Source: an optimization exercise on an open RTL-to-GDS flow (aim: small area and a short achievable clock period). Production flows keep margins and buffers that such runs may drop.
Where RTL was checked, it was by simulation tests only, not by an equivalence proof against the original.
No functional check of the RTL was part of runs 3 to 6.
Power is estimated from default activity; no workload was simulated.

<file path="constraint.sdc">
create_clock -name core_clock -period 3.0 [get_ports {clk}]
set_input_delay 0.6000 -clock core_clock [delete_from_list [all_inputs] [get_ports {clk}]]
set_output_delay 0.6000 -clock core_clock [all_outputs]
set_load 0.01 [all_outputs]
</file>
<file path="flow/run.sh">
#!/bin/bash
# Standard layout, except that the port buffers are plain buffers instead of
# the delay cells buffer_ports picks by default.
set -euo pipefail
export BUFFER_PORTS_ARGS="-buffer_cell sky130_fd_sc_hd__buf_1"
bash standard.sh > standard.log 2>&1
</file>
<file path="design.v">
module bcr # (parameter FIFO_WIDTH = 384, parameter ADDR_W = 15, parameter EDGE_W = 48, parameter Bank_Num_W = 3)
(
	input wire 						clk,
	input wire						rst,
	input wire						input_valid,
	input wire	[FIFO_WIDTH-1:0]	input_data,
	input wire						stall,
	output reg 	[EDGE_W-1:0]		output_data0,
	output reg 	[EDGE_W-1:0]		output_data1,
	output reg 	[EDGE_W-1:0]		output_data2,
	output reg 	[EDGE_W-1:0]		output_data3,
	output reg 	[EDGE_W-1:0]		output_data4,
	output reg 	[EDGE_W-1:0]		output_data5,
	output reg 	[EDGE_W-1:0]		output_data6,
	output reg 	[EDGE_W-1:0]		output_data7,
	output reg						output_valid0,
	output reg						output_valid1,
	output reg						output_valid2,
	output reg						output_valid3,
	output reg						output_valid4,
	output reg						output_valid5,
	output reg						output_valid6,
	output reg						output_valid7,
	output reg						inc
);
localparam W8 = EDGE_W*8;
reg [W8-1:0] data_in_q;
reg          stall_q;
reg          rst_q;
always @(posedge clk) begin
	data_in_q <= input_data;
	stall_q   <= stall;
	rst_q     <= rst;
end
wire [W8-1:0] out_q = {output_data7, output_data6, output_data5, output_data4,
                       output_data3, output_data2, output_data1, output_data0};
wire [W8-1:0] w_held = stall_q ? out_q : data_in_q;
wire [W8-1:0] out_d  = (rst | rst_q) ? {W8{1'b0}} : w_held;
always @(posedge clk) begin
	{output_data7, output_data6, output_data5, output_data4,
	 output_data3, output_data2, output_data1, output_data0} <= out_d;
end
function conf_in;
	input integer i;
	input integer j;
	begin
		conf_in = (input_data[EDGE_W*i +: Bank_Num_W] == input_data[EDGE_W*j +: Bank_Num_W]) ||
		          (input_data[EDGE_W*i+ADDR_W +: Bank_Num_W] == input_data[EDGE_W*j+ADDR_W +: Bank_Num_W]);
	end
endfunction
reg        v_q;
reg [7:0]  o_q;
reg [63:0] c_q;          
integer a, b;
always @(posedge clk) begin
	if (!stall) begin
		for (a = 0; a < 8; a = a + 1)
			for (b = 0; b < 8; b = b + 1)
				if (a < b) c_q[8*a+b] <= conf_in(a, b);
	end
end
wire [7:0] g, ng;
wire [7:0] e, ne;                  
wire [63:0] nc_q = ~c_q;
wire [7:0] no_q = ~o_q;
assign g[0]  = no_q[0];
assign ng[0] = o_q[0];
bcr_a21oi u_g1  (.a(g[0]),  .b(c_q[8*0+1]),  .c(o_q[1]),  .y(g[1]));
bcr_o21ai u_ng1 (.a(ng[0]), .b(nc_q[8*0+1]), .c(no_q[1]), .y(ng[1]));
bcr_a21oi u_ne2 (.a(g[0]),  .b(c_q[8*0+2]),  .c(o_q[2]),  .y(ne[2]));
bcr_o21ai u_e2  (.a(ng[0]), .b(nc_q[8*0+2]), .c(no_q[2]), .y(e[2]));
genvar k, j;
generate
	for (k = 3; k < 8; k = k + 1) begin : lane
		wire [k-3:0] gt, ct;
		for (j = 0; j <= k-3; j = j + 1) begin : t
			assign gt[j] = g[j];
			assign ct[j] = c_q[8*j+k];
		end
		wire f, nf;
		bcr_orterms  #(.N(k-2)) u_f  (.o(o_q[k]), .g(gt), .c(ct), .y(f));
		bcr_norterms #(.N(k-2)) u_nf (.o(o_q[k]), .g(gt), .c(ct), .y(nf));
		bcr_a21oi u_ne (.a(g[k-2]),  .b(c_q[8*(k-2)+k]),  .c(f),  .y(ne[k]));
		bcr_o21ai u_e  (.a(ng[k-2]), .b(nc_q[8*(k-2)+k]), .c(nf), .y(e[k]));
	end
	for (k = 2; k < 8; k = k + 1) begin : fin
		bcr_a21oi u_g  (.a(g[k-1]),  .b(c_q[8*(k-1)+k]),  .c(e[k]),  .y(g[k]));
		bcr_o21ai u_ng (.a(ng[k-1]), .b(nc_q[8*(k-1)+k]), .c(ne[k]), .y(ng[k]));
	end
endgenerate
reg all_done;
always @(*) begin
	all_done = 1'b1;
	for (a = 0; a < 8; a = a + 1)
		for (b = 0; b < 8; b = b + 1)
			if (a < b) all_done = all_done & (~c_q[8*a+b] | o_q[a] | o_q[b]);
end
wire       inc_wire = v_q & all_done;
wire [7:0] valid    = {8{v_q}} & g;
wire       upd_b = ~rst & ~stall & ~inc_wire & v_q;
wire [7:0] upd_a = {8{~rst}} & o_q & {8{stall | ~inc_wire}};
wire [7:0] o_d;
wire       ov_p  = ~rst & ~stall & v_q;
wire [7:0] ov_d;
generate
	for (k = 0; k < 8; k = k + 1) begin : upd
		bcr_o21ai u_o  (.a(ng[k]), .b(~upd_b), .c(~upd_a[k]), .y(o_d[k]));
		bcr_nor2  u_ov (.a(ng[k]), .b(~ov_p), .y(ov_d[k]));
	end
endgenerate
always @(posedge clk) begin
	o_q <= o_d;
	{output_valid7, output_valid6, output_valid5, output_valid4,
	 output_valid3, output_valid2, output_valid1, output_valid0} <= ov_d;
	if (rst)
		v_q <= 1'b0;
	else if (!stall)
		v_q <= input_valid;
	if (!rst)
		inc <= stall ? 1'b0 : inc_wire;
end
endmodule
module bcr_a21oi (input wire a, input wire b, input wire c, output wire y);
	assign y = ~((a & b) | c);
endmodule
module bcr_o21ai (input wire a, input wire b, input wire c, output wire y);
	assign y = ~((a | b) & c);
endmodule
module bcr_nor2 (input wire a, input wire b, output wire y);
	assign y = ~(a | b);
endmodule
module bcr_orterms #(parameter N = 1) (input wire o, input wire [N-1:0] g, input wire [N-1:0] c, output wire y);
	assign y = o | (|(g & c));
endmodule
module bcr_norterms #(parameter N = 1) (input wire o, input wire [N-1:0] g, input wire [N-1:0] c, output wire y);
	assign y = ~(o | (|(g & c)));
endmodule
</file>
<file path="standard.sh">
#!/bin/bash
# synth_recipe.tcl (not shown) runs the flow's synth.tcl, then flattens the netlist and writes it again
# the make line also repeats each setting of config.mk as NAME=value (left out here)
make -C /OpenROAD-flow-scripts/flow DESIGN_CONFIG=/design/flow/config.mk WORK_HOME=/design/flow/orfs CLKGATE_MAP_FILE= SYNTH_SCRIPT=/design/flow/synth_recipe.tcl "${@:-finish}"
</file>
<file path="config.mk">
export PLATFORM = sky130hd
export DESIGN_NAME = bcr
export DESIGN_NICKNAME = bcr
export VERILOG_FILES = /design/flow/design.v
export SDC_FILE = /design/flow/constraint.sdc
export NUM_CORES = 4
export LEC_CHECK = 0
export ABC_CLOCK_PERIOD_IN_PS = 1000
export CAP_MARGIN = 20
export CORE_MARGIN = 2
export CORE_UTILIZATION = 40
export SETUP_SLACK_MARGIN = 1.45
export SLEW_MARGIN = 20
export SYNTH_HIERARCHICAL = 1
</file>
==> results of run 1 <==
-- modules after synthesis, one instance, submodules excluded, a selection --
module,cells,times used,cell area [sq um],flops+latches
bcr,2011,1,24700,816
bcr_a21oi,1,11,8.76,0
bcr_o21ai,1,19,5.00,0
bcr_nor2,1,8,3.75,0
-- what timing repair did --
item,4_1_cts,5_1_grt
resized for setup,1282,18
setup endpoints to repair,775,422
gates cloned,2,0
buffers inserted,60,31
pin swaps,19,5
-- sequential cells by signal, indices dropped and copies added, names as in the netlist --
name / cells
output_valid6: 1
v_q: 1
output_valid5: 1
output_data1: 48
output_valid2: 1
output_data7: 48
stall_q: 1
output_data4: 48
output_valid7: 1
output_data3: 48
output_data5: 48
o_q: 8
output_data0: 48
output_valid4: 1
output_valid3: 1
output_data2: 48
output_valid0: 1
output_data6: 48
lane.ct: 1
output_valid1: 1
rst_q: 1
c_q: 27
inc: 1
data_in_q: 384
-- logic make-up (layout without fill, tap and decap cells) --
group / Yosys count / after routing / share of synthesized area, %
compound gates: 84 / 84 / 2.45
xor+xnor: 168 / 168 / 5.88
buf+inv: 155 / 1078 / 2.52
flops: 816 / 816 / 66.4
mux: 385 / 385 / 15.4
other cells: 0 / 13 / 0
simple gates: 457 / 458 / 7.31
-- layer usage --
metal  vias to the layer above  global-route usage (%)  part of all wire, %
li1                       8498                       -                    -
met1                      8704                    25.3                   39
met2                       652                    39.6                   52
met3                       143                    5.66                  6.7
met4                         8                    8.57                  2.9
met5                         -                       0                0.070
-- power by group --
part | switching (uW) | total, uW | internal [uW] | leakage, uW
sequential | 273 | 11700 | 11400 | 0.00698
combinational | 1040 | 2070 | 1030 | 0.00732
clock | 4350 | 10600 | 6290 | 0.00142
-- path summary, 6_finish.rpt --
kind | cells after the start | start | slack (ps) | endpoint
setup / recovery | 8 | c_q[1]$_DFFE_PN_ | 1170 | o_q[7]$_DFF_P_
hold / removal | 1 | input_data[122] | 60 | data_in_q[122]$_DFF_P_
setup reg to reg | 8 | c_q[1]$_DFFE_PN_ | 1170 | o_q[7]$_DFF_P_
hold reg to reg | 2 | data_in_q[159]$_DFF_P_ | 440 | output_data3[15]$_SDFFE_PP0N_
-- metrics by stage --
step	instance area (sq um)	utilization, %	instances	power, uW
floorplan	25100	-	2065	12900
global placement	28900	46.8	3581	13500
detailed placement	28900	46.8	3581	13600
CTS	35900	58.0	3795	24600
global route	36200	58.5	3833	25300
finish	36200	58.5	3839	24400
-- area by class of cell --
type / count / area [sq um]
Fill cell: 4992 / 25600
Sequential cell: 816 / 17100
Multi-Input combinational cell: 1095 / 7960
Timing Repair Buffer: 904 / 7050
Clock buffer: 118 / 2450
Tap cell: 837 / 1050
Clock inverter: 34 / 424
Inverter: 21 / 90.1
Antenna cell: 13 / 32.5
Timing Repair inverter: 1 / 7.51
-- layout by cell type (no fill, tap or decap), drive strengths merged, types with 3 or more instances in the layout --
master	count
a22oi	4
a222oi	3
buf	903
nand2	4
xor2	84
inv	26
dfxtp	787
clkinv	20
diode	13
bufinv	6
o21ai	19
clkbuf	119
nand2b	17
nand3	38
xnor2	84
clkinvlp	4
nor2	394
mux2i	385
edfxtp	29
a21oi	19
o31ai	28
==> out/results.tsv, run 1 <==
metric	value	unit
status	complete, no violations	
Root Buffer	clkbuf_16	
syn_nets	2453	
worst path bufs/invs	0	
I/O Pins	781	
RePlAce Congestion	0.919	
Final Hold Viols	0	
CTS buffer count	83	
clock sink count	816	
Die X	254	um
Cells after Synth	2065	
post-synthesis async set-or-reset flop share	0	%
Hold Crit Class	in -> reg	
crit path DAT	2350	ps
max-capacitance violation count	0	
full die area	64600	sq um
H-tree levels	3	
CP max FO	5	
worst slew pin tran	900	ps
TritonCTS clock tree	built	
crit path cell chain	a21oi_4, a21oi_4, a222oi_1, nand2_1, a21oi_2, o21ai_2, o21ai_2, o21ai_1	
post-synthesis sequential area ratio	66.4	%
Synth Register Bits	816	
Post-synth top cells	dfxtp_1 (787), nor2_1 (394), mux2i_1 (385), xnor2_1 (84), xor2_1 (84)	
Max-slew headroom	40.0	%
mapped cell area	25000	sq um
hold_ws	56.6	ps
Syn. warnings	71	
total gr overflow	0	
drt total wl	75400	um
endpoint class of the critical path	flop	
Core Area	61800	sq um
synth top area cells	dfxtp_1 (63%), mux2i_1 (15%), nor2_1 (5.9%)	
vias in the first global route	18264	
Synth Area per Inst	12.1	sq um
CP required	3520	ps
worst clock skew	29.0	ps
Max IR drop VDD	574	uV
endpoints failing setup	0	
first-pass GRT wire length	109000	um
Die H	254	um
Detail Route Antenna Nets	0	
top-count cell post-synth	dfxtp_1	
Yosys top cell by area	dfxtp_1	
RSZ-0062 raised after global routing	yes	
post-DR wirelength/cell	19.6	um
routed via count	18005	
initial antenna violation count	14	
hpwl dp	52700	um
Port Buf Inserts	780	
CP Launch Type	flop	
Total Neg Setup Slack	0	ps
Max Slew Vio Count	0	
# rows	91	
pre-CTS WS	605	ps
First-pass DRT Iterations	5	
hold_buf cts	0	
CP peak stage delay	460	ps
CTS max path bufs	3	
Post-synth EDFFs	29	
Synth Flop Type	dfxtp_1	
Cell Pwr Density	675	nW/um^2
unique cell type count in the Yosys netlist	33	
Worst-Skew Late Latency	630	ps
pin count of the biggest net entering global routing	93	
Total GRT Usage	22.2	%
CP max stage cell	edfxtp_1	
Top delay family on crit path	compound AO/OA/AOI/OAI gates	
Peak Freq	546	MHz
Iter 0 DRT Violations	932	
Net count, final	3310	
LEAKAGE	0.0157	uW
# DRC	0	
fin crit share	61.1	%
layout cells sized above 1	37.0	%
share of the synthesized area in the top cell type	63.0	%
Initial Utilization	40.5	%
area grow syn2layout	44.6	%
kind of critical path	reg -> reg	
Final min period	1830	ps
vias per cell	4.69	
clock transition at the registers of the reported paths	60	ps
final worst setup slack	1170	ps
==> run 2: changes to the inputs <==
--- a/config.mk
+++ b/config.mk
@@ -9,6 +9,6 @@
 export CAP_MARGIN = 20
 export CORE_MARGIN = 2
 export CORE_UTILIZATION = 40
-export SETUP_SLACK_MARGIN = 1.45
+export SETUP_SLACK_MARGIN = 1.2
 export SLEW_MARGIN = 20
 export SYNTH_HIERARCHICAL = 1
==> run 2 against run 1 <==
  * Still clean on timing, DRC and antenna
  * Register-to-register slack worse by 20 ps
  * Wire length is 4.6% lower
  * Flip-flop and latch count stayed put
  * Core utilization fell by 6.9 points
  * Critical path type unchanged
  * Non-clock buffer count down 91
==> out/results.tsv, run 2 <==
metric	value	unit
drt total wl	71900	um
Worst Setup SP	c_q[10]$_DFFE_PN_	
most frequent cells in the layout	dfxtp_1 (780), buf_1 (659), nor2_1 (394)	
H-tree levels	3	
TritonCTS clock tree	built	
unique cell type count in the Yosys netlist	33	
CP max FO	6	
Initial Utilization	40.5	%
RSZ-0062 raised after global routing	yes	
Synth Register Bits	816	
vias in the first global route	17028	
post-synthesis sequential area ratio	66.4	%
Iter 0 DRT Violations	909	
GR Layer Usage met2	37.1	%
sequential cell area	16600	sq um
Hold Startpoint	input_data[300]	
XOR/XNOR Fraction of Synth Area	5.88	%
worst slew pin tran	966	ps
post-DR wirelength/cell	19.2	um
hpwl dp	52900	um
Die X	254	um
crit path cell chain	buf_6, a21oi_4, a21oi_4, a21oi_1, nand2_1, a21oi_2, o21ai_2, o21ai_2, o21ai_1	
multi-input logic area	7920	sq um
worst clock skew	23.3	ps
CTS max path bufs	3	
status	complete, no violations	
multiplexer share of the synthesized area	15.4	%
total gr overflow	0	
Synth Area in Adders	0	%
Post-synth EDFFs	29	
Syn. warnings	71	
Hold Path Sink	data_in_q[300]$_DFF_P_	
endpoint class of the critical path	flop	
# rows	91	
Placed Area	28700	sq um
routed via count	17262	
Final min period	1850	ps
area grow syn2layout	27.7	%
Core Area	61800	sq um
GR Util met1	24.1	%
Post-synth top cells	dfxtp_1 (787), nor2_1 (394), mux2i_1 (385), xnor2_1 (84), xor2_1 (84)	
r2r worst-path depth	9	
CTS buffer count	84	
RR Endpoint	o_q[7]$_DFF_P_	
kind of critical path	reg -> reg	
First-pass DRT Iterations	4	
Filler cells	5623	
Port Buf Inserts	780	
Yosys top cell by area	dfxtp_1	
synth top area cells	dfxtp_1 (63%), mux2i_1 (15%), nor2_1 (5.9%)	
share of the synthesized area in compound gates (AO/OA/AOI/OAI)	2.45	%
Top reg by flops	data_in_q	
layout cells sized above 1	11.4	%
post-synthesis async set-or-reset flop share	0	%
Largest register FFs	384	
sw power	5510	uW
Detail Route Antenna Nets	0	
crit path DAT	2360	ps
sequential share of power	49.1	%
Total GRT Usage	20.9	%
M3 GR Usage	5.24	%
Root Buffer	clkbuf_16	
fin crit share	61.6	%
Synth Area per Inst	12.1	sq um
clock sink count	816	
syn_nets	2453	
hold_buf cts	0	
top-count cell post-synth	dfxtp_1	
first-pass GRT wire length	103000	um
RePlAce Congestion	0.891	
initial antenna violation count	9	
cell area after layout	32000	sq um
Worst-Skew Late Latency	630	ps
Post-Synth Simple-Gate Area	7.31	%
worst path bufs/invs	1	
Max-slew headroom	35.6	%
largest family of logic cells by synthesized area	multiplexers	
Net count, final	3219	
Max Slew Vio Count	0	
CP max stage cell	edfxtp_1	
LEAKAGE	0.0135	uW
Clk pwr share	43.8	%
vias per cell	4.62	
# DRC	0	
I/O Pins	781	
Final Hold Viols	0	
reg2reg setup slack	1150	ps
CP Launch Type	flop	
share of the synthesized area in the top cell type	63.0	%
CP required	3510	ps
max-capacitance violation count	0	
internal power	18300	uW
Top delay family on crit path	compound AO/OA/AOI/OAI gates	
mapped cell area	25000	sq um
CP peak stage delay	480	ps
Max IR drop VDD	473	uV
Total Neg Setup Slack	0	ps
endpoints failing setup	0	
Synth Flop Type	dfxtp_1	
hold depth	1	
Peak Freq	541	MHz
clock transition at the registers of the reported paths	60	ps
Cell Pwr Density	744	nW/um^2
GRT Max-Usage Layer	met2	
worst r2r src	c_q[10]$_DFFE_PN_	
most common cell after layout, fill and taps aside	dfxtp_1	
Hold Crit Class	in -> reg	
Crit path depth	9	
Die H	254	um
pin count of the biggest net entering global routing	114	
Comb power frac	7.2	%
full die area	64600	sq um
Cells after Synth	2065	
Net Sw Frac	23.2	%
[run 2: cell counts after synthesis]
No cell type changed its count.
[run 2: timing repair]
action,in CTS,in global routing
cloned,0,1
gates resized for setup,106,52
buffers inserted,7,3
endpoints found under the hold margin,0,0
setup endpoints to repair,96,124
pin swaps,7,12
[run 2: cell families after synthesis]
kind of cell | count (synthesis)
AOI/OAI and AO/OA | 84
buffers and inverters | 155
xor gates and xnor gates | 168
DFF | 816
and+or+nand+nor | 457
muxes | 385
[run 2: worst max path at each step]
stage / endpoint / slack [ps]
2_1_floorplan: o_q[0]$_DFF_P_ / 1210
3_3_place_gp: o_q[7]$_DFF_P_ / 900
3_5_place_dp: o_q[7]$_DFF_P_ / 820
4_1_cts: inc / 1170
5_1_grt: o_q[7]$_DFF_P_ / 1070
6_report: o_q[7]$_DFF_P_ / 1150
[run 2: per-layer routing]
layer | wire [um] | share of wire (%) | vias up
met5 | 55 | 0.076 | -
met4 | 2090 | 2.9 | 10
met3 | 4620 | 6.4 | 130
met2 | 36900 | 51 | 534
met1 | 28200 | 39 | 8281
li1 | - | - | 8307
[run 2: final cells by class]
type                            count  share of cell area, %
Multi-Input combinational cell   1095                   24.8
Antenna cell                        4                 0.0313
Clock inverter                     25                   1.03
Tap cell                          837                   3.28
Timing Repair Buffer              813                   10.8
Inverter                           21                  0.274
Clock buffer                      126                   7.77
Sequential cell                   816                   52.1
[run 2: power groups by stage]
stage / sequential [uW] / clock, uW / combinational (uW)
after global routing: 11700 / 11100 / 1860
final: 11700 / 10400 / 1710
after global placement: 11900 / 0 / 1590
after detailed placement: 11900 / 0 / 1620
after floorplan: 11900 / 0 / 970
after CTS: 11700 / 10600 / 1680
[run 2: worst register-to-register path, stage by stage, from the launching register on]
cell	delay [ps]
edfxtp_1	480
buf_6	170
a21oi_4	270
a21oi_4	130
a21oi_1	160
nand2_1	80
a21oi_2	150
o21ai_2	90
o21ai_2	140
o21ai_1	80
[run 2: modules after synthesis (local to each module, per instance), a selection]
| module | times used | cells | flops+latches |
|---|---|---|---|
| bcr_a21oi | 11 | 1 | 0 |
| bcr | 1 | 2011 | 816 |
| bcr_nor2 | 8 | 1 | 0 |
| bcr_o21ai | 19 | 1 | 0 |
[run 2: metrics by stage]
step           cells  util [%]  power, uW  worst slack, ps  hold WS (ps)
2_1_floorplan   2065         -      12900             1210           433
3_3_place_gp    3571      46.5      13500              896           439
3_5_place_dp    3571      46.5      13500              819           448
4_1_cts         3729      51.4      23900             1170          16.3
5_1_grt         3737      51.7      24600             1070          31.5
6_report        3737      51.7      23800             1150          62.0
==> run 3: changes to the inputs <==
--- a/design.v
+++ b/design.v
@@ -52,13 +52,20 @@
 reg [7:0]  o_q;
 reg [63:0] c_q;          
 integer a, b;
-always @(posedge clk) begin
-	if (!stall) begin
-		for (a = 0; a < 8; a = a + 1)
-			for (b = 0; b < 8; b = b + 1)
-				if (a < b) c_q[8*a+b] <= conf_in(a, b);
+wire [63:0] c_in;
+wire [63:0] c_d;
+genvar k, j;
+generate
+	for (k = 0; k < 8; k = k + 1) begin : cin_k
+		for (j = 0; j < 8; j = j + 1) begin : cin_j
+			if (k < j) begin : p
+				assign c_in[8*k+j] = conf_in(k, j);
+				bcr_mux2 u_m (.s(stall), .a0(c_in[8*k+j]), .a1(c_q[8*k+j]), .y(c_d[8*k+j]));
+				always @(posedge clk) c_q[8*k+j] <= c_d[8*k+j];
+			end
+		end
 	end
-end
+endgenerate
 wire [7:0] g, ng;
 wire [7:0] e, ne;                  
 wire [63:0] nc_q = ~c_q;
@@ -69,7 +76,6 @@
 bcr_o21ai u_ng1 (.a(ng[0]), .b(nc_q[8*0+1]), .c(no_q[1]), .y(ng[1]));
 bcr_a21oi u_ne2 (.a(g[0]),  .b(c_q[8*0+2]),  .c(o_q[2]),  .y(ne[2]));
 bcr_o21ai u_e2  (.a(ng[0]), .b(nc_q[8*0+2]), .c(no_q[2]), .y(e[2]));
-genvar k, j;
 generate
 	for (k = 3; k < 8; k = k + 1) begin : lane
 		wire [k-3:0] gt, ct;
@@ -135,3 +141,6 @@
 module bcr_norterms #(parameter N = 1) (input wire o, input wire [N-1:0] g, input wire [N-1:0] c, output wire y);
 	assign y = ~(o | (|(g & c)));
 endmodule
+module bcr_mux2 (input wire s, input wire a0, input wire a1, output wire y);
+	assign y = s ? a1 : a0;
+endmodule
==> run 3 against run 2 <==
  * Area after synthesis rose by 0.62%
  * Die area grew 0.61%
  * Setup slack worse by 92 ps
  * Non-clock buffer count increased by 21
  * Sequential share of layout area fell by 1.5 points
  * First-iteration DRC count is 10% lower
  * Critical path type unchanged
  * Largest power group unchanged
  * Flip-flop and latch count unchanged
  * Total power rose by 0.68%
  * Sequential power is essentially flat
  * Critical path depth fell by 3
  * Worst hold slack worse by 13 ps
  * Synthesized cell count up 1.0%
==> out/results.tsv, run 3 <==
metric	value	unit
Cells after Synth	2086	
endpoints failing setup	0	
initial antenna violation count	20	
most frequent cells in the layout	dfxtp_1 (800), buf_1 (594), nor2_1 (393)	
fin crit share	64.7	%
Synth Register Bits	816	
Synth Area in Adders	0	%
worst slew pin tran	878	ps
mapped cell area	25200	sq um
top-count cell post-synth	dfxtp_1	
full die area	65000	sq um
Initial Utilization	40.7	%
post-synthesis sequential area ratio	64.9	%
share of the synthesized area in compound gates (AO/OA/AOI/OAI)	2.88	%
CP peak stage delay	560	ps
endpoint class of the critical path	flop	
Filler cells	5613	
CTS max path bufs	3	
Post-Synth Simple-Gate Area	6.87	%
clock sink count	816	
Total Neg Setup Slack	0	ps
Largest register FFs	384	
Synth Flop Type	dfxtp_1	
share of the synthesized area in the top cell type	64.8	%
Die X	255	um
Placed Area	29100	sq um
CP max FO	5	
layout cells sized above 1	15.6	%
Net count, final	3258	
XOR/XNOR Fraction of Synth Area	5.84	%
Top reg by flops	data_in_q	
Net Sw Frac	23.8	%
# DRC	0	
Synth Area per Inst	12.1	sq um
vias per cell	4.63	
I/O Pins	781	
first-pass GRT wire length	106000	um
Worst-Skew Late Latency	640	ps
CP required	3480	ps
Cell Pwr Density	738	nW/um^2
kind of critical path	reg -> reg	
TritonCTS clock tree	built	
Final Hold Viols	0	
First-pass DRT Iterations	5	
CP max stage cell	or4b_4	
unique cell type count in the Yosys netlist	38	
hpwl dp	56100	um
Clk pwr share	42.4	%
LEAKAGE	0.0140	uW
area grow syn2layout	28.7	%
multiplexer share of the synthesized area	17.0	%
RSZ-0062 raised after global routing	yes	
Total GRT Usage	21.7	%
crit path cell chain	nor2b_4, o41ai_2, o221ai_2, or4b_4, o211ai_2, o21ai_1	
hold_buf cts	0	
routed via count	17544	
max-capacitance violation count	0	
Max IR drop VDD	420	uV
sw power	5690	uW
crit path DAT	2420	ps
reg2reg setup slack	1060	ps
CP Launch Type	flop	
CTS buffer count	83	
Max-slew headroom	41.5	%
Detail Route Antenna Nets	0	
cell area after layout	32400	sq um
Comb power frac	8.9	%
pin count of the biggest net entering global routing	68	
post-synthesis async set-or-reset flop share	0	%
Top delay family on crit path	compound AO/OA/AOI/OAI gates	
Max Slew Vio Count	0	
Root Buffer	clkbuf_16	
post-DR wirelength/cell	19.9	um
Core Area	61900	sq um
vias in the first global route	17429	
Post-synth top cells	dfxtp_1 (815), nor2_1 (394), mux2i_1 (385), clkbuf_1 (88)	
Final min period	1940	ps
syn_nets	2474	
# rows	91	
Syn. warnings	71	
clock transition at the registers of the reported paths	60	ps
Post-synth EDFFs	1	
Hold Crit Class	in -> reg	
Port Buf Inserts	780	
largest family of logic cells by synthesized area	multiplexers	
Die H	255	um
worst path bufs/invs	0	
worst clock skew	47.4	ps
drt total wl	75500	um
status	complete, no violations	
Iter 0 DRT Violations	816	
Peak Freq	516	MHz
RePlAce Congestion	0.878	
Yosys top cell by area	dfxtp_1	
synth top area cells	dfxtp_1 (65%), mux2i_1 (15%), nor2_1 (5.9%)	
internal power	18200	uW
sequential share of power	48.7	%
most common cell after layout, fill and taps aside	dfxtp_1	
total gr overflow	0	
H-tree levels	3	
## run 3: modules after synthesis, one instance, submodules excluded, a selection
| module | flops+latches | cells inside | area (sq um) | times used |
|---|---|---|---|---|
| bcr_a21oi | 0 | 1 | 8.76 | 11 |
| bcr_nor2 | 0 | 1 | 3.75 | 8 |
| bcr | 816 | 2004 | 24400 | 1 |
| bcr_mux2 | 0 | 1 | 15.0 | 28 |
| bcr_o21ai | 0 | 1 | 5.00 | 19 |
## run 3: kinds of logic after synthesis
kind of cell / count (synthesis)
AOI/OAI and AO/OA: 92
xor gates and xnor gates: 168
muxes: 413
buffers and inverters: 156
and+or+nand+nor: 441
DFF: 816
## run 3: area by class of cell
type                            count  area [sq um]  share of cell area (%)
Timing Repair Buffer              834          3770                    11.6
Clock buffer                      129          2470                    7.62
Multi-Input combinational cell   1115          8370                    25.8
Tap cell                          837          1050                    3.23
Antenna cell                       15          37.5                   0.116
Inverter                           20          90.1                   0.278
Clock inverter                     22           251                   0.776
Sequential cell                   816         16400                    50.5
## run 3: repair_timing
action                                  CTS  global route
gates resized for setup                 178            74
hold endpoints to repair                  0             0
setup buffers                             7            11
endpoints found under the setup margin  157            71
gates cloned                              1             0
pin swaps                                24            15
## run 3: path summary, 6_finish.rpt
check | endpoint | start | cells after the start
min | data_in_q[333]$_DFF_P_ | input_data[333] | 1
max reg2reg | o_q[4]$_DFF_P_ | o_q[5]$_DFF_P_ | 6
min reg2reg | output_data2[15]$_SDFFE_PP0N_ | data_in_q[111]$_DFF_P_ | 2
max | o_q[4]$_DFF_P_ | o_q[5]$_DFF_P_ | 6
## run 3: per-layer routing
layer  share of wire (%)  vias up  global-route usage (%)
li1                    -     8443                       -
met1                  39     8359                    24.1
met2                  49      546                    36.9
met3                 7.2      186                    6.59
met4                 4.8       10                    12.5
met5               0.091        -                       0
## run 3: per-stage QoR
stage / worst slack [ps] / power [uW] / utilization [%] / std cells / hold slack, ps
2_1_floorplan: 1160 / 13000 / - / 2086 / 437
3_3_place_gp: 769 / 13800 / 46.9 / 3603 / 441
3_5_place_dp: 783 / 13800 / 46.9 / 3603 / 447
4_1_cts: 1080 / 24100 / 51.8 / 3762 / 2.97
5_1_grt: 952 / 24800 / 52.3 / 3784 / 17.1
6_report: 1060 / 23900 / 52.3 / 3788 / 48.8
## run 3: power groups by stage
stage / sequential (uW) / clock [uW] / combinational (uW)
global placement: 11900 / 0 / 1890
CTS: 11600 / 10400 / 2020
floorplan: 11900 / 0 / 1170
finish: 11600 / 10100 / 2140
global route: 11700 / 10800 / 2310
detailed placement: 11900 / 0 / 1920
==> run 4: changes to the inputs <==
--- a/design.v
+++ b/design.v
@@ -78,14 +78,21 @@
 bcr_o21ai u_e2  (.a(ng[0]), .b(nc_q[8*0+2]), .c(no_q[2]), .y(e[2]));
 generate
 	for (k = 3; k < 8; k = k + 1) begin : lane
-		wire [k-3:0] gt, ct;
-		for (j = 0; j <= k-3; j = j + 1) begin : t
-			assign gt[j] = g[j];
-			assign ct[j] = c_q[8*j+k];
+		wire f, nf, rr, nrr;
+		if (k == 3) begin : r3
+			assign rr  = o_q[k];
+			assign nrr = no_q[k];
+		end else begin : rn
+			wire [k-4:0] gt, ct;
+			for (j = 0; j <= k-4; j = j + 1) begin : t
+				assign gt[j] = g[j];
+				assign ct[j] = c_q[8*j+k];
+			end
+			bcr_orterms  #(.N(k-3)) u_r  (.o(o_q[k]), .g(gt), .c(ct), .y(rr));
+			bcr_norterms #(.N(k-3)) u_nr (.o(o_q[k]), .g(gt), .c(ct), .y(nrr));
 		end
-		wire f, nf;
-		bcr_orterms  #(.N(k-2)) u_f  (.o(o_q[k]), .g(gt), .c(ct), .y(f));
-		bcr_norterms #(.N(k-2)) u_nf (.o(o_q[k]), .g(gt), .c(ct), .y(nf));
+		bcr_a21oi u_nf (.a(g[k-3]),  .b(c_q[8*(k-3)+k]),  .c(rr),  .y(nf));
+		bcr_o21ai u_f  (.a(ng[k-3]), .b(nc_q[8*(k-3)+k]), .c(nrr), .y(f));
 		bcr_a21oi u_ne (.a(g[k-2]),  .b(c_q[8*(k-2)+k]),  .c(f),  .y(ne[k]));
 		bcr_o21ai u_e  (.a(ng[k-2]), .b(nc_q[8*(k-2)+k]), .c(nf), .y(e[k]));
 	end
@@ -94,23 +101,17 @@
 		bcr_o21ai u_ng (.a(ng[k-1]), .b(nc_q[8*(k-1)+k]), .c(ne[k]), .y(ng[k]));
 	end
 endgenerate
-reg all_done;
-always @(*) begin
-	all_done = 1'b1;
-	for (a = 0; a < 8; a = a + 1)
-		for (b = 0; b < 8; b = b + 1)
-			if (a < b) all_done = all_done & (~c_q[8*a+b] | o_q[a] | o_q[b]);
-end
-wire       inc_wire = v_q & all_done;
-wire [7:0] valid    = {8{v_q}} & g;
-wire       upd_b = ~rst & ~stall & ~inc_wire & v_q;
-wire [7:0] upd_a = {8{~rst}} & o_q & {8{stall | ~inc_wire}};
+wire       inc_wire;
+wire       nupd_b;
+wire [7:0] nupd_a;
+bcr_ctl u_ctl (.c(c_q), .o(o_q), .v(v_q), .rst(rst), .stall(stall),
+               .inc(inc_wire), .nupd_b(nupd_b), .nupd_a(nupd_a));
 wire [7:0] o_d;
 wire       ov_p  = ~rst & ~stall & v_q;
 wire [7:0] ov_d;
 generate
 	for (k = 0; k < 8; k = k + 1) begin : upd
-		bcr_o21ai u_o  (.a(ng[k]), .b(~upd_b), .c(~upd_a[k]), .y(o_d[k]));
+		bcr_o21ai u_o  (.a(ng[k]), .b(nupd_b), .c(nupd_a[k]), .y(o_d[k]));
 		bcr_nor2  u_ov (.a(ng[k]), .b(~ov_p), .y(ov_d[k]));
 	end
 endgenerate
@@ -144,3 +145,17 @@
 module bcr_mux2 (input wire s, input wire a0, input wire a1, output wire y);
 	assign y = s ? a1 : a0;
 endmodule
+module bcr_ctl (input wire [63:0] c, input wire [7:0] o, input wire v, input wire rst,
+                input wire stall, output wire inc, output wire nupd_b, output wire [7:0] nupd_a);
+	reg bad;
+	integer i, j;
+	always @(*) begin
+		bad = 1'b0;
+		for (i = 0; i < 8; i = i + 1)
+			for (j = 0; j < 8; j = j + 1)
+				if (i < j) bad = bad | (c[8*i+j] & ~o[i] & ~o[j]);
+	end
+	assign inc    = v & ~bad;
+	assign nupd_b = ~(~rst & ~stall & ~inc & v);
+	assign nupd_a = ~({8{~rst}} & o & {8{stall | ~inc}});
+endmodule
==> run 4 against run 3 <==
  * Setup slack worse by 37 ps
  * Maximum frequency down 1.9%
  * Core utilization down 0.99 points
  * Register-to-register slack got worse by 40 ps
  * Critical endpoint is now o_q[6]$_DFF_P_
  * Largest cell class unchanged
  * Largest power group unchanged
==> out/results.tsv, run 4 <==
metric	value	unit
status	complete, no violations	
pin count of the biggest net entering global routing	101	
mapped cell area	25800	sq um
Total Neg Setup Slack	0	ps
Max-slew headroom	38.4	%
hold_buf cts	0	
CTS buffer count	83	
CP Launch Type	flop	
endpoint class of the critical path	flop	
Cell Pwr Density	750	nW/um^2
Initial Utilization	40.2	%
RSZ-0062 raised after global routing	yes	
sw power	5770	uW
Worst-Skew Late Latency	630	ps
routed via count	17740	
Max IR drop VDD	729	uV
crit path cell chain	buf_6, and2b_4, o21ai_1, o211ai_1, buf_4, o311ai_4, buf_6, o21ai_2	
Max Slew Vio Count	0	
Final min period	1980	ps
TritonCTS clock tree	built	
Net count, final	3293	
Die X	258	um
full die area	66500	sq um
# DRC	0	
syn_nets	2497	
H-tree levels	3	
Core Area	64100	sq um
# rows	93	
area grow syn2layout	27.7	%
Hold Crit Class	in -> reg	
placed insts	3645	
total gr overflow	0	
r2r worst-path depth	8	
CTS max path bufs	3	
Syn. warnings	80	
clock sink count	816	
max-capacitance violation count	0	
hpwl dp	53500	um
vias in the first global route	17986	
layout cells sized above 1	16.3	%
post-route insts no fill	3839	
crit path DAT	2460	ps
fin crit share	65.9	%
most common cell after layout, fill and taps aside	dfxtp_1	
Detail Route Antenna Nets	0	
RePlAce Congestion	0.912	
LEAKAGE	0.0141	uW
most frequent cells in the layout	dfxtp_1 (796), buf_1 (607), nor2_1 (400)	
multi-input logic area	8560	sq um
CP max stage cell	dfxtp_4	
CP most frequent cell	buf_6	
post-DR wirelength/cell	18.8	um
Iter 0 DRT Violations	786	
Top reg by flops	data_in_q	
vias per cell	4.62	
kind of critical path	reg -> reg	
Filler cells	5778	
Peak Freq	506	MHz
sequential cell area	16400	sq um
sequential share of power	47.2	%
Root Buffer	clkbuf_16	
Port Buf Inserts	780	
Synth Area per Inst	12.2	sq um
drt total wl	72300	um
Clk pwr share	44.0	%
Die H	258	um
endpoints failing setup	0	
worst slew pin tran	923	ps
First-pass DRT Iterations	5	
Total GRT Usage	20.8	%
Cells after Synth	2109	
Largest register FFs	384	
CP max FO	5	
Net Sw Frac	23.4	%
hold depth	1	
Final Hold Viols	0	
clock transition at the registers of the reported paths	60	ps
Comb power frac	8.9	%
worst clock skew	43.0	ps
initial antenna violation count	15	
CP required	3490	ps
CP peak stage delay	380	ps
I/O Pins	781	
internal power	18900	uW
first-pass GRT wire length	106000	um
## run 4: layout make-up
class	instances	area share, %
antenna	14	0.106
clock inverter	38	1.70
sequential	816	49.8
inverter	28	0.342
tap	855	3.25
multi-input combinational	1129	26.0
clock buffer	112	7.22
timing repair buffer	847	11.6
## run 4: final timing paths
path                               start                            to  slack [ps]
setup / recovery          o_q[5]$_DFF_P_                o_q[6]$_DFF_P_        1020
hold / removal           input_data[179]        data_in_q[179]$_DFF_P_          60
setup reg to reg          o_q[5]$_DFF_P_                o_q[6]$_DFF_P_        1020
hold reg to reg   data_in_q[340]$_DFF_P_  output_data7[4]$_SDFFE_PP0N_         450
## run 4: repair_timing
| action | 4_1_cts | 5_1_grt |
|---|---|---|
| resized for setup | 129 | 121 |
| pin swaps | 19 | 16 |
| setup endpoints to repair | 100 | 101 |
| setup buffers | 20 | 10 |
## run 4: power by group through the flow
stage,combinational (uW),sequential [uW],clock (uW)
finish,2190,11700,10900
global route,2360,11700,11600
global placement,1900,11900,0
detailed placement,1950,11900,0
floorplan,1300,11900,0
CTS,2090,11600,11100
## run 4: metal layers
layer / track usage, % / vias up / part of all wire [%]
met5: 0 / - / 0.072
met4: 9.15 / 8 / 4.0
met3: 6.53 / 182 / 6.8
met2: 36.7 / 588 / 50
met1: 23.0 / 8432 / 39
li1: - / 8530 / -
## run 4: worst max-delay path, delay by kind of cell (launching register included)
kind	cells	cell delay [ps]
buffers and inverters	3	500
DFF	1	380
AOI/OAI and AO/OA	4	790
and+or+nand+nor	1	180
## run 4: through the flow
stage	hold slack, ps	total power (uW)	instance area (sq um)	utilization [%]	setup WS, ps
after floorplan	437	13200	25800	-	1200
after global placement	440	13800	29200	45.6	886
after detailed placement	447	13800	29200	45.6	838
after CTS	16.7	24900	32600	50.8	1080
after global routing	15.9	25600	32900	51.3	978
final	61.9	24700	32900	51.4	1020
==> run 5: changes to the inputs <==
==> flow/run.sh (replaced) <==
#!/bin/bash
# Standard layout, except that the port buffers are plain buffers instead of
# the delay cells buffer_ports picks by default, and the pins may sit on
# adjacent tracks so that the die can be smaller.
set -euo pipefail
export BUFFER_PORTS_ARGS="-buffer_cell sky130_fd_sc_hd__buf_1"
export PLACE_PINS_ARGS="-min_distance 1 -min_distance_in_tracks"
bash standard.sh > standard.log 2>&1
--- a/config.mk
+++ b/config.mk
@@ -8,7 +8,7 @@
 export ABC_CLOCK_PERIOD_IN_PS = 1000
 export CAP_MARGIN = 20
 export CORE_MARGIN = 2
-export CORE_UTILIZATION = 40
+export CORE_UTILIZATION = 60
 export SETUP_SLACK_MARGIN = 1.2
 export SLEW_MARGIN = 20
 export SYNTH_HIERARCHICAL = 1
==> run 5 against run 4 <==
  * Maximum frequency fell by 2.0%
  * Non-clock buffer count shrank 19
  * Clock power down 14%
  * Register-to-register slack got worse by 40 ps
  * Die area is 33% lower
  * Combinational power hardly changed
  * Sequential share of layout area rose by 1.8 points
  * Critical path depth decreased by 1
  * Flip-flop and latch count unchanged
  * Total power shrank 5.8%
==> out/results.tsv, run 5 <==
metric	value	unit
layout cells sized above 1	10.3	%
status	complete, no violations	
Iter 0 DRT Violations	1041	
clock sink count	816	
CP max FO	5	
first-pass GRT wire length	99400	um
Worst-Skew Late Latency	600	ps
routed via count	18114	
max-capacitance violation count	0	
crit path DAT	2490	ps
drt total wl	68100	um
CTS buffer count	78	
GRT Max-Usage Layer	met2	
internal power	17900	uW
Hold Path Sink	data_in_q[314]$_DFF_P_	
r2r worst-path depth	7	
Total GRT Usage	29.2	%
total power	23300	uW
Root Buffer	clkbuf_16	
worst r2r src	o_q[1]$_DFF_P_	
Hold Startpoint	input_data[314]	
Detail Route Antenna Nets	0	
post-DR wirelength/cell	19.4	um
total gr overflow	0	
Largest register FFs	384	
hold depth	1	
Port Buf Inserts	780	
Die X	211	um
RSZ-0062 raised after global routing	yes	
Comb power frac	9.5	%
worst slew pin tran	757	ps
# rows	75	
Peak Freq	496	MHz
pin count of the biggest net entering global routing	85	
hold_buf cts	0	
TritonCTS clock tree	built	
sequential share of power	50.1	%
Net Sw Frac	23.2	%
CP required	3470	ps
Synth Area per Inst	12.2	sq um
RePlAce Congestion	0.927	
fin crit share	67.2	%
most common cell after layout, fill and taps aside	dfxtp_1	
sw power	5390	uW
Top reg by flops	data_in_q	
First-pass DRT Iterations	5	
endpoint class of the critical path	flop	
LEAKAGE	0.0133	uW
hpwl dp	47800	um
full die area	44600	sq um
Clk pwr share	40.5	%
Max-slew headroom	49.5	%
Final Hold Viols	0	
Max Slew Vio Count	0	
Net count, final	3270	
RR Endpoint	o_q[5]$_DFF_P_	
Max IR drop VDD	484	uV
kind of critical path	reg -> reg	
# DRC	0	
endpoints failing setup	0	
I/O Pins	781	
Total Neg Setup Slack	0	ps
vias per cell	5.17	
Final min period	2020	ps
clock transition at the registers of the reported paths	60	ps
area grow syn2layout	23.3	%
Cells after Synth	2109	
GR Util met1	31.7	%
mapped cell area	25800	sq um
vias in the first global route	17732	
reg2reg setup slack	980	ps
GR Layer Usage met2	46.9	%
most frequent cells in the layout	dfxtp_1 (801), buf_1 (740), nor2_1 (400)	
M3 GR Usage	8.65	%
CP Launch Type	flop	
CTS max path bufs	3	
Syn. warnings	80	
worst clock skew	12.9	ps
Core Area	42200	sq um
initial antenna violation count	30	
Cell Pwr Density	732	nW/um^2
Initial Utilization	61.1	%
Filler cells	3007	
syn_nets	2497	
Die H	211	um
Hold Crit Class	in -> reg	
H-tree levels	3	
[run 5: changes by cell type in the layout (fill, tap and decap cells not counted), moves of 4 or more]
| cell | before | now |
|---|---|---|
| dfxtp_1 | 796 | 801 |
| buf_1 | 607 | 740 |
| clkbuf_2 | 86 | 28 |
| dfxtp_2 | 11 | 7 |
| buf_4 | 55 | 33 |
| buf_2 | 82 | 10 |
| clkbuf_1 | 11 | 15 |
| bufinv_16 | 11 | 2 |
| diode_2 | 14 | 30 |
[run 5: area by class of cell]
class | instances | area [sq um] | share of cell area (%)
Multi-Input combinational cell | 1130 | 8580 | 27.0
Clock buffer | 112 | 2300 | 7.25
Inverter | 28 | 113 | 0.354
Timing Repair Buffer | 828 | 3490 | 11.0
Sequential cell | 816 | 16400 | 51.5
Clock inverter | 18 | 169 | 0.531
Antenna cell | 30 | 75.1 | 0.236
Tap cell | 539 | 674 | 2.12
[run 5: how the worst max path moves through the flow]
stage | depth (start not counted) | slack, ps | endpoint | startpoint
finish | 7 | 980 | o_q[5]$_DFF_P_ | o_q[1]$_DFF_P_
global route | 6 | 1020 | o_q[6]$_DFF_P_ | o_q[1]$_DFF_P_
CTS | 6 | 1100 | o_q[5]$_DFF_P_ | o_q[4]$_DFF_P_
detailed placement | 9 | 560 | o_q[7]$_DFF_P_ | c_q[1]$_DFF_P_
global placement | 9 | 560 | o_q[7]$_DFF_P_ | c_q[1]$_DFF_P_
floorplan | 10 | 1200 | o_q[7]$_DFF_P_ | o_q[0]$_DFF_P_
[run 5: repair_timing]
action                                  in CTS  in global routing
gates resized for setup                     45                 62
gates cloned                                 1                  0
setup buffers                               18                 12
pin swaps                                   17                 24
endpoints found under the setup margin      25                 51
[run 5: layer usage]
metal  vias up  part of all wire [%]
met5         -                 0.038
met4         4                   8.6
met3       276                   7.3
met2       789                    48
met1      8550                    36
li1       8495                     -
[run 5: critical path: stages, from the launching register on]
cell      delay [ps]
dfxtp_4          380
inv_1             90
a222oi_1         500
a31oi_4          240
buf_6            180
buf_4            120
o41ai_2          290
o21ai_2           90
[run 5: metrics by stage]
stage,cells,utilization [%],setup slack (ps),cell area (sq um),hold slack (ps)
2_1_floorplan,2109,-,1200,25800,437
3_3_place_gp,3310,67.9,564,28700,440
3_5_place_dp,3310,67.9,556,28700,449
4_1_cts,3459,74.4,1100,31400,60.5
5_1_grt,3497,75.2,1020,31800,57.5
6_report,3501,75.3,984,31800,86.2
[run 5: power by group through the flow]
stage	clock [uW]	sequential [uW]	combinational (uW)
after global routing	10000	11700	2360
final	9410	11600	2200
after detailed placement	0	11900	1900
after CTS	9560	11600	2080
after floorplan	0	11900	1300
after global placement	0	11900	1870
==> run 6: changes to the inputs <==
--- a/design.v
+++ b/design.v
@@ -147,15 +147,41 @@
 endmodule
 module bcr_ctl (input wire [63:0] c, input wire [7:0] o, input wire v, input wire rst,
                 input wire stall, output wire inc, output wire nupd_b, output wire [7:0] nupd_a);
-	reg bad;
-	integer i, j;
-	always @(*) begin
-		bad = 1'b0;
-		for (i = 0; i < 8; i = i + 1)
-			for (j = 0; j < 8; j = j + 1)
-				if (i < j) bad = bad | (c[8*i+j] & ~o[i] & ~o[j]);
+	wire [27:0] bad;
+	wire [7:0]  grp_ok;
+	genvar i, j;
+	generate
+		for (i = 0; i < 8; i = i + 1) begin : bi
+			for (j = i + 1; j < 8; j = j + 1) begin : bj
+				localparam integer N = i*7 - (i*(i-1))/2 + (j - i - 1);
+				bcr_nor3 u_bad (.a(~c[8*i+j]), .b(o[i]), .c(o[j]), .y(bad[N]));
+			end
+		end
+		for (i = 0; i < 7; i = i + 1) begin : gr
+			bcr_nor4 u_g (.a(bad[4*i]), .b(bad[4*i+1]), .c(bad[4*i+2]), .d(bad[4*i+3]), .y(grp_ok[i]));
+		end
+	endgenerate
+	assign grp_ok[7] = 1'b1;
+	wire na, nb;        
+	bcr_nand4 u_na (.a(grp_ok[0]), .b(grp_ok[1]), .c(grp_ok[2]), .d(grp_ok[3]), .y(na));
+	bcr_nand4 u_nb (.a(grp_ok[4]), .b(grp_ok[5]), .c(grp_ok[6]), .d(grp_ok[7]), .y(nb));
+	assign inc = v & ~(na | nb);
+	wire nx = ~rst & ~stall & v;
+	wire ny = ~(~stall & v);
+	bcr_o21ai u_b (.a(na), .b(nb), .c(nx), .y(nupd_b));
+	for (i = 0; i < 8; i = i + 1) begin : ua
+		bcr_o31ai u_a (.a(ny), .b(na), .c(nb), .d(~rst & o[i]), .y(nupd_a[i]));
 	end
-	assign inc    = v & ~bad;
-	assign nupd_b = ~(~rst & ~stall & ~inc & v);
-	assign nupd_a = ~({8{~rst}} & o & {8{stall | ~inc}});
 endmodule
+module bcr_nor3 (input wire a, input wire b, input wire c, output wire y);
+	assign y = ~(a | b | c);
+endmodule
+module bcr_nor4 (input wire a, input wire b, input wire c, input wire d, output wire y);
+	assign y = ~(a | b | c | d);
+endmodule
+module bcr_nand4 (input wire a, input wire b, input wire c, input wire d, output wire y);
+	assign y = ~(a & b & c & d);
+endmodule
+module bcr_o31ai (input wire a, input wire b, input wire c, input wire d, output wire y);
+	assign y = ~((a | b | c) & d);
+endmodule
==> flow/run.sh (replaced) <==
#!/bin/bash
# Standard layout, except that the port buffers are plain buffers instead of
# the delay cells buffer_ports picks by default.
set -euo pipefail
export BUFFER_PORTS_ARGS="-buffer_cell sky130_fd_sc_hd__buf_1"
bash standard.sh > standard.log 2>&1
--- a/config.mk
+++ b/config.mk
@@ -8,7 +8,7 @@
 export ABC_CLOCK_PERIOD_IN_PS = 1000
 export CAP_MARGIN = 20
 export CORE_MARGIN = 2
-export CORE_UTILIZATION = 60
+export CORE_UTILIZATION = 40
 export SETUP_SLACK_MARGIN = 1.2
 export SLEW_MARGIN = 20
 export SYNTH_HIERARCHICAL = 1
==> run 6 against run 5 <==
  * Total power up 6.7%
  * Global-route usage down 7.3 points
  * Clock power up 16%
  * Largest cell class unchanged
  * Still clean on timing, DRC and antenna
  * Sequential share of layout area down 2.1 points
  * Core utilization down 24 points
  * Die area up 50%
  * Maximum frequency up 5.2%
  * Largest power group unchanged
  * Clock skew up 23 ps
  * Critical endpoint is now o_q[7]$_DFF_P_
  * Sequential power about the same
  * Setup slack better by 99 ps
  * Final area up 4.3%
==> out/results.tsv, run 6 <==
metric	value	unit
status	complete, no violations	
Top reg by flops	data_in_q	
GRT Max-Usage Layer	met2	
CP required	3490	ps
most common cell after layout, fill and taps aside	dfxtp_1	
most frequent cells in the layout	dfxtp_1 (800), buf_1 (597), nor2_1 (394)	
syn_nets	2526	
Max Slew Vio Count	0	
mapped cell area	26000	sq um
routed via count	17892	
Total Neg Setup Slack	0	ps
CP peak stage delay	370	ps
r2r worst-path depth	10	
endpoints failing setup	0	
Comb power frac	9.0	%
Peak Freq	522	MHz
clock sink count	816	
First-pass DRT Iterations	4	
total gr overflow	0	
sw power	5870	uW
CP max FO	4	
Max IR drop VDD	453	uV
worst slew pin tran	896	ps
first-pass GRT wire length	113000	um
LEAKAGE	0.0143	uW
RePlAce Congestion	0.864	
M3 GR Usage	6.05	%
post-route insts no fill	3868	
hpwl dp	56700	um
H-tree levels	3	
layout cells sized above 1	16.7	%
CP max stage cell	dfxtp_4	
I/O Pins	781	
sequential share of power	47.1	%
RSZ-0062 raised after global routing	yes	
crit path DAT	2410	ps
vias per cell	4.63	
post-DR wirelength/cell	19.9	um
CTS max path bufs	3	
Initial Utilization	40.5	%
Final Hold Viols	0	
post-layout util	51.5	%
initial antenna violation count	10	
TritonCTS clock tree	built	
Port Buf Inserts	780	
Filler cells	5770	
Final min period	1920	ps
Die H	259	um
Worst-Skew Late Latency	640	ps
total power	24800	uW
Cells after Synth	2138	
pin count of the biggest net entering global routing	77	
Hold Crit Class	in -> reg	
CP Launch Type	flop	
internal power	18900	uW
Net Sw Frac	23.7	%
endpoint class of the critical path	flop	
GR Util met1	24.4	%
placed insts	3675	
area grow syn2layout	27.3	%
Iter 0 DRT Violations	884	
hold depth	1	
# rows	93	
final worst setup slack	1080	ps
# DRC	0	
Cell Pwr Density	748	nW/um^2
Net count, final	3321	
crit path cell chain	clkinvlp_4, a21oi_4, a21oi_4, a22o_1, a211oi_2, o21ai_1, a21oi_2, o21ai_2, o21ai_2, o21ai_1	
CTS buffer count	84	
pre-CTS WS	603	ps
drt total wl	76800	um
Core Area	64300	sq um
clock transition at the registers of the reported paths	60	ps
Syn. warnings	79	
Detail Route Antenna Nets	0	
max-capacitance violation count	0	
Largest register FFs	384	
full die area	67200	sq um
kind of critical path	reg -> reg	
Clk pwr share	43.9	%
fin crit share	63.9	%
GR Layer Usage met2	39.2	%
vias in the first global route	18390	
Root Buffer	clkbuf_16	
Total GRT Usage	21.9	%
Die X	259	um
Synth Area per Inst	12.2	sq um
worst clock skew	36.1	ps
hold_buf cts	0	
Max-slew headroom	40.3	%
-- run 6: cell types whose count changed in the layout (fill, tap and decap cells not counted), moves of 21 or more --
cell | before | now
buf_1 | 740 | 597
buf_2 | 10 | 112
clkbuf_2 | 28 | 57
diode_2 | 30 | 9
inv_1 | 24 | 48
nor3_2 | 0 | 28
-- run 6: worst paths after layout --
check	start	to	slack [ps]
worst max-delay path	o_q[0]$_DFF_P_	o_q[7]$_DFF_P_	1080
worst min-delay path	input_data[272]	data_in_q[272]$_DFF_P_	50
worst max register to register	o_q[0]$_DFF_P_	o_q[7]$_DFF_P_	1080
worst min register to register	data_in_q[240]$_DFF_P_	output_data5[0]$_SDFFE_PP0N_	430
-- run 6: power groups by stage --
stage | combinational [uW] | clock (uW) | sequential (uW)
after floorplan | 1340 | 0 | 11900
after global placement | 1960 | 0 | 11900
after detailed placement | 2010 | 0 | 11900
after CTS | 2100 | 11100 | 11700
after global routing | 2410 | 11600 | 11700
final | 2230 | 10900 | 11700
-- run 6: area by class of cell --
type                       instances  area (sq um)  share of cell area (%)
sequential                       816         16400                    49.5
multi-input combinational       1139          8600                    26.0
timing repair buffer             843          3910                    11.8
clock buffer                     114          2360                    7.11
tap                              855          1070                    3.23
clock inverter                    43           602                    1.82
inverter                          49           188                   0.566
antenna                            9          22.5                  0.0680
-- run 6: critical path, delay by kind of cell (launching register included) --
family / cells / cell delay (ps)
flip-flops: 1 / 370
buffers and inverters: 1 / 130
AO/OA/AOI/OAI: 9 / 1280
-- run 6: timing repair --
item	CTS	global route
endpoints found under the setup margin	160	79
buffers inserted	13	14
pin swaps	5	16
gates cloned	0	0
hold endpoints to repair	0	0
gates resized for setup	148	95
-- run 6: metal layers --
metal | up-vias | routed length (um)
met4 | 2 | 2640
met5 | - | 12
met2 | 609 | 39100
li1 | 8592 | -
met1 | 8521 | 29600
met3 | 168 | 5470
-- run 6: stage by stage --
step	instance area, sq um	hold slack [ps]
final	33100	48.6
after global routing	33100	18.9
after CTS	32800	7.45
after detailed placement	29500	448
after global placement	29500	438
after floorplan	26100	437
==> run 7: changes to the inputs <==
--- a/design.v
+++ b/design.v
@@ -67,38 +67,22 @@
 	end
 endgenerate
 wire [7:0] g, ng;
-wire [7:0] e, ne;                  
 wire [63:0] nc_q = ~c_q;
-wire [7:0] no_q = ~o_q;
+reg  [7:0] no_q;                   
 assign g[0]  = no_q[0];
 assign ng[0] = o_q[0];
-bcr_a21oi u_g1  (.a(g[0]),  .b(c_q[8*0+1]),  .c(o_q[1]),  .y(g[1]));
-bcr_o21ai u_ng1 (.a(ng[0]), .b(nc_q[8*0+1]), .c(no_q[1]), .y(ng[1]));
-bcr_a21oi u_ne2 (.a(g[0]),  .b(c_q[8*0+2]),  .c(o_q[2]),  .y(ne[2]));
-bcr_o21ai u_e2  (.a(ng[0]), .b(nc_q[8*0+2]), .c(no_q[2]), .y(e[2]));
+genvar m;
 generate
-	for (k = 3; k < 8; k = k + 1) begin : lane
-		wire f, nf, rr, nrr;
-		if (k == 3) begin : r3
-			assign rr  = o_q[k];
-			assign nrr = no_q[k];
-		end else begin : rn
-			wire [k-4:0] gt, ct;
-			for (j = 0; j <= k-4; j = j + 1) begin : t
-				assign gt[j] = g[j];
-				assign ct[j] = c_q[8*j+k];
-			end
-			bcr_orterms  #(.N(k-3)) u_r  (.o(o_q[k]), .g(gt), .c(ct), .y(rr));
-			bcr_norterms #(.N(k-3)) u_nr (.o(o_q[k]), .g(gt), .c(ct), .y(nrr));
+	for (k = 1; k < 8; k = k + 1) begin : lane
+		wire [k-1:0] x, nx;        
+		bcr_a21oi u_nx0 (.a(g[0]),  .b(c_q[k]),  .c(o_q[k]),  .y(nx[0]));
+		bcr_o21ai u_x0  (.a(ng[0]), .b(nc_q[k]), .c(no_q[k]), .y(x[0]));
+		for (m = 1; m < k; m = m + 1) begin : step
+			bcr_a21oi u_nx (.a(g[m]),  .b(c_q[8*m+k]),  .c(x[m-1]),  .y(nx[m]));
+			bcr_o21ai u_x  (.a(ng[m]), .b(nc_q[8*m+k]), .c(nx[m-1]), .y(x[m]));
 		end
-		bcr_a21oi u_nf (.a(g[k-3]),  .b(c_q[8*(k-3)+k]),  .c(rr),  .y(nf));
-		bcr_o21ai u_f  (.a(ng[k-3]), .b(nc_q[8*(k-3)+k]), .c(nrr), .y(f));
-		bcr_a21oi u_ne (.a(g[k-2]),  .b(c_q[8*(k-2)+k]),  .c(f),  .y(ne[k]));
-		bcr_o21ai u_e  (.a(ng[k-2]), .b(nc_q[8*(k-2)+k]), .c(nf), .y(e[k]));
-	end
-	for (k = 2; k < 8; k = k + 1) begin : fin
-		bcr_a21oi u_g  (.a(g[k-1]),  .b(c_q[8*(k-1)+k]),  .c(e[k]),  .y(g[k]));
-		bcr_o21ai u_ng (.a(ng[k-1]), .b(nc_q[8*(k-1)+k]), .c(ne[k]), .y(ng[k]));
+		assign g[k]  = nx[k-1];
+		assign ng[k] = x[k-1];
 	end
 endgenerate
 wire       inc_wire;
@@ -117,6 +101,7 @@
 endgenerate
 always @(posedge clk) begin
 	o_q <= o_d;
+	no_q <= ~o_d;
 	{output_valid7, output_valid6, output_valid5, output_valid4,
 	 output_valid3, output_valid2, output_valid1, output_valid0} <= ov_d;
 	if (rst)
@@ -135,12 +120,6 @@
 endmodule
 module bcr_nor2 (input wire a, input wire b, output wire y);
 	assign y = ~(a | b);
-endmodule
-module bcr_orterms #(parameter N = 1) (input wire o, input wire [N-1:0] g, input wire [N-1:0] c, output wire y);
-	assign y = o | (|(g & c));
-endmodule
-module bcr_norterms #(parameter N = 1) (input wire o, input wire [N-1:0] g, input wire [N-1:0] c, output wire y);
-	assign y = ~(o | (|(g & c)));
 endmodule
 module bcr_mux2 (input wire s, input wire a0, input wire a1, output wire y);
 	assign y = s ? a1 : a0;
--- a/config.mk
+++ b/config.mk
@@ -9,6 +9,8 @@
 export CAP_MARGIN = 20
 export CORE_MARGIN = 2
 export CORE_UTILIZATION = 40
-export SETUP_SLACK_MARGIN = 1.2
+export CTS_CLUSTER_DIAMETER = 100
+export CTS_CLUSTER_SIZE = 30
+export SETUP_SLACK_MARGIN = 0.9
 export SLEW_MARGIN = 20
 export SYNTH_HIERARCHICAL = 1
==> run 7 against run 6 <==
  * Flip-flop and latch count is 7 higher
  * Core utilization is 3.7 points lower
  * Clock power is 47% lower
  * Largest cell class unchanged
  * Largest power group unchanged
==> out/results.tsv, run 7 <==
metric	value	unit
status	complete, no violations	
r2r worst-path depth	6	
Max-slew headroom	44.4	%
H-tree levels	2	
max-capacitance violation count	0	
Largest register FFs	384	
initial antenna violation count	14	
vias per cell	4.65	
Total Neg Setup Slack	0	ps
Detail Route met3 WL	4690	um
Worst Setup SP	o_q[4]$_DFF_P_	
syn_nets	2545	
layout cells sized above 1	6.94	%
RR Endpoint	o_q[0]$_DFF_P_	
Hold Crit Class	in -> reg	
Die X	260	um
most frequent cells in the layout	dfxtp_1 (813), buf_1 (779), nor2_1 (393)	
CP Launch Type	flop	
RSZ-0062 raised after global routing	yes	
Core Area	64600	sq um
Worst-Skew Late Latency	590	ps
placed insts	3701	
crit path cell chain	nor3_2, nor4_2, nand4_1, buf_4, o21ai_4, o21ai_1	
Placed Area	29700	sq um
CP required	3460	ps
Top reg by flops	data_in_q	
# rows	93	
worst clock skew	38.7	ps
Synth Area per Inst	12.2	sq um
wl on met1	28800	um
LEAKAGE	0.0125	uW
vias in the first global route	17680	
Final Hold Viols	0	
area grow syn2layout	17.7	%
CTS buffer count	36	
RePlAce Congestion	0.923	
crit path DAT	2450	ps
pin count of the biggest net entering global routing	113	
hpwl dp	57100	um
Peak Freq	501	MHz
Syn. warnings	79	
CP max stage cell	dfxtp_1	
fin crit share	66.5	%
Root Buffer	clkbuf_16	
full die area	67600	sq um
Cells after Synth	2157	
mapped cell area	26200	sq um
Initial Utilization	40.6	%
Detail Route Antenna Nets	0	
most common cell after layout, fill and taps aside	dfxtp_1	
CP peak stage delay	640	ps
First-pass DRT Iterations	5	
kind of critical path	reg -> reg	
cell area after layout	30900	sq um
Max Slew Vio Count	0	
Crit path depth	6	
worst path bufs/invs	1	
Port Buf Inserts	780	
CTS max path bufs	3	
Top delay family on crit path	flip-flops	
first-pass GRT wire length	107000	um
Net count, final	3274	
endpoints failing setup	0	
Cell Pwr Density	636	nW/um^2
I/O Pins	781	
TritonCTS clock tree	built	
Max IR drop VDD	468	uV
clock transition at the registers of the reported paths	110	ps
met2 WL post-DR	37600	um
Total GRT Usage	20.8	%
total power	19600	uW
Final min period	1990	ps
endpoint class of the critical path	flop	
post-DR wirelength/cell	19.6	um
total gr overflow	0	
clock sink count	823	
reg2reg setup slack	1010	ps
worst r2r src	o_q[4]$_DFF_P_	
Die H	260	um
worst slew pin tran	834	ps
drt total wl	73700	um
crit path to	o_q[0]$_DFF_P_	
# DRC	0	
top sig layer	met5	
Iter 0 DRT Violations	690	
CP max FO	10	
routed via count	17469	
post-route insts no fill	3758	
hold_buf cts	0	
run 7: worst min path at each step:
stage	start	end	cells past startpoint
after floorplan	data_in_q[0]$_DFF_P_	output_data0[0]$_SDFFE_PP0N_	2
after global placement	data_in_q[53]$_DFF_P_	output_data1[5]$_SDFFE_PP0N_	2
after detailed placement	data_in_q[358]$_DFF_P_	output_data7[22]$_SDFFE_PP0N_	2
after CTS	input_data[198]	data_in_q[198]$_DFF_P_	1
after global routing	input_data[300]	data_in_q[300]$_DFF_P_	1
final	input_data[184]	data_in_q[184]$_DFF_P_	1
run 7: through the flow:
step,worst slack (ps),util (%),hold slack [ps]
finish,1010,47.8,86.9
global route,863,47.8,54.7
CTS,921,47.7,47.1
detailed placement,460,45.9,449
global placement,658,45.9,440
floorplan,929,-,437
run 7: report_power, final:
group	leakage [uW]	internal, uW	switching [uW]
clock	0.000530	2400	3430
combinational	0.00518	906	1150
sequential	0.00683	11500	302
total	0.0125	14800	4880
run 7: final cells by class:
type,instances,area (sq um)
Timing Repair Buffer,825,3400
Fill cell,6068,33700
Clock inverter,7,144
Multi-Input combinational cell,1142,8560
Sequential cell,823,16500
Inverter,58,218
Clock buffer,40,958
Tap cell,855,1070
Antenna cell,8,20.0
run 7: per-layer routing:
layer  up-vias  track usage, %
li1       8437               -
met1      8347            23.7
met2       551            37.5
met5         -               0
met3       128            4.73
met4         6            8.13
run 7: what timing repair did:
action	CTS	global route
resized for setup	10	9
gates cloned	0	0
endpoints found under the setup margin	18	16
buffers inserted	1	1

afterwards: timing with drivers on the ports:
No port has a modelled driver above. Below, the same layouts with a new extraction and two added sets of constraints. Step 1: set_driving_cell puts a clkbuf_16 on clk and a buf_2 on each other input, an assumption about the parent block. Step 2 also shifts input and output timing later by t, the mid clock arrival at the registers, as if the neighbouring blocks saw the same clock. a / b / c = ideal / step 1 / step 2; a / b = the first two.
run	t, ns	setup WS [ns]	worst setup path after step 2	slew at the worst register clock pin (ns)	pins driven straight from the clock port
run 1	0.670	1.167 / 1.153 / 0.639	input to register	0.07 / 0.07	1
run 2	0.667	1.152 / 1.152 / 0.922	input to register	0.06 / 0.06	1
run 3	0.672	1.060 / 1.060 / 0.823	input to register	0.07 / 0.07	1
run 4	0.668	1.023 / 1.023 / 0.805	input to register	0.07 / 0.07	1
run 5	0.650	0.984 / 0.984 / 0.881	input to register	0.06 / 0.06	1
run 6	0.670	1.083 / 1.083 / 0.878	input to register	0.07 / 0.07	1
run 7	0.640	1.005 / 1.005 / 0.899	input to register	0.11 / 0.11	1
After both steps setup and hold are still met in every run listed. For run 1, which loses most, drivers alone change the setup slack by -0.014 ns; drivers and shift together by -0.528 ns.
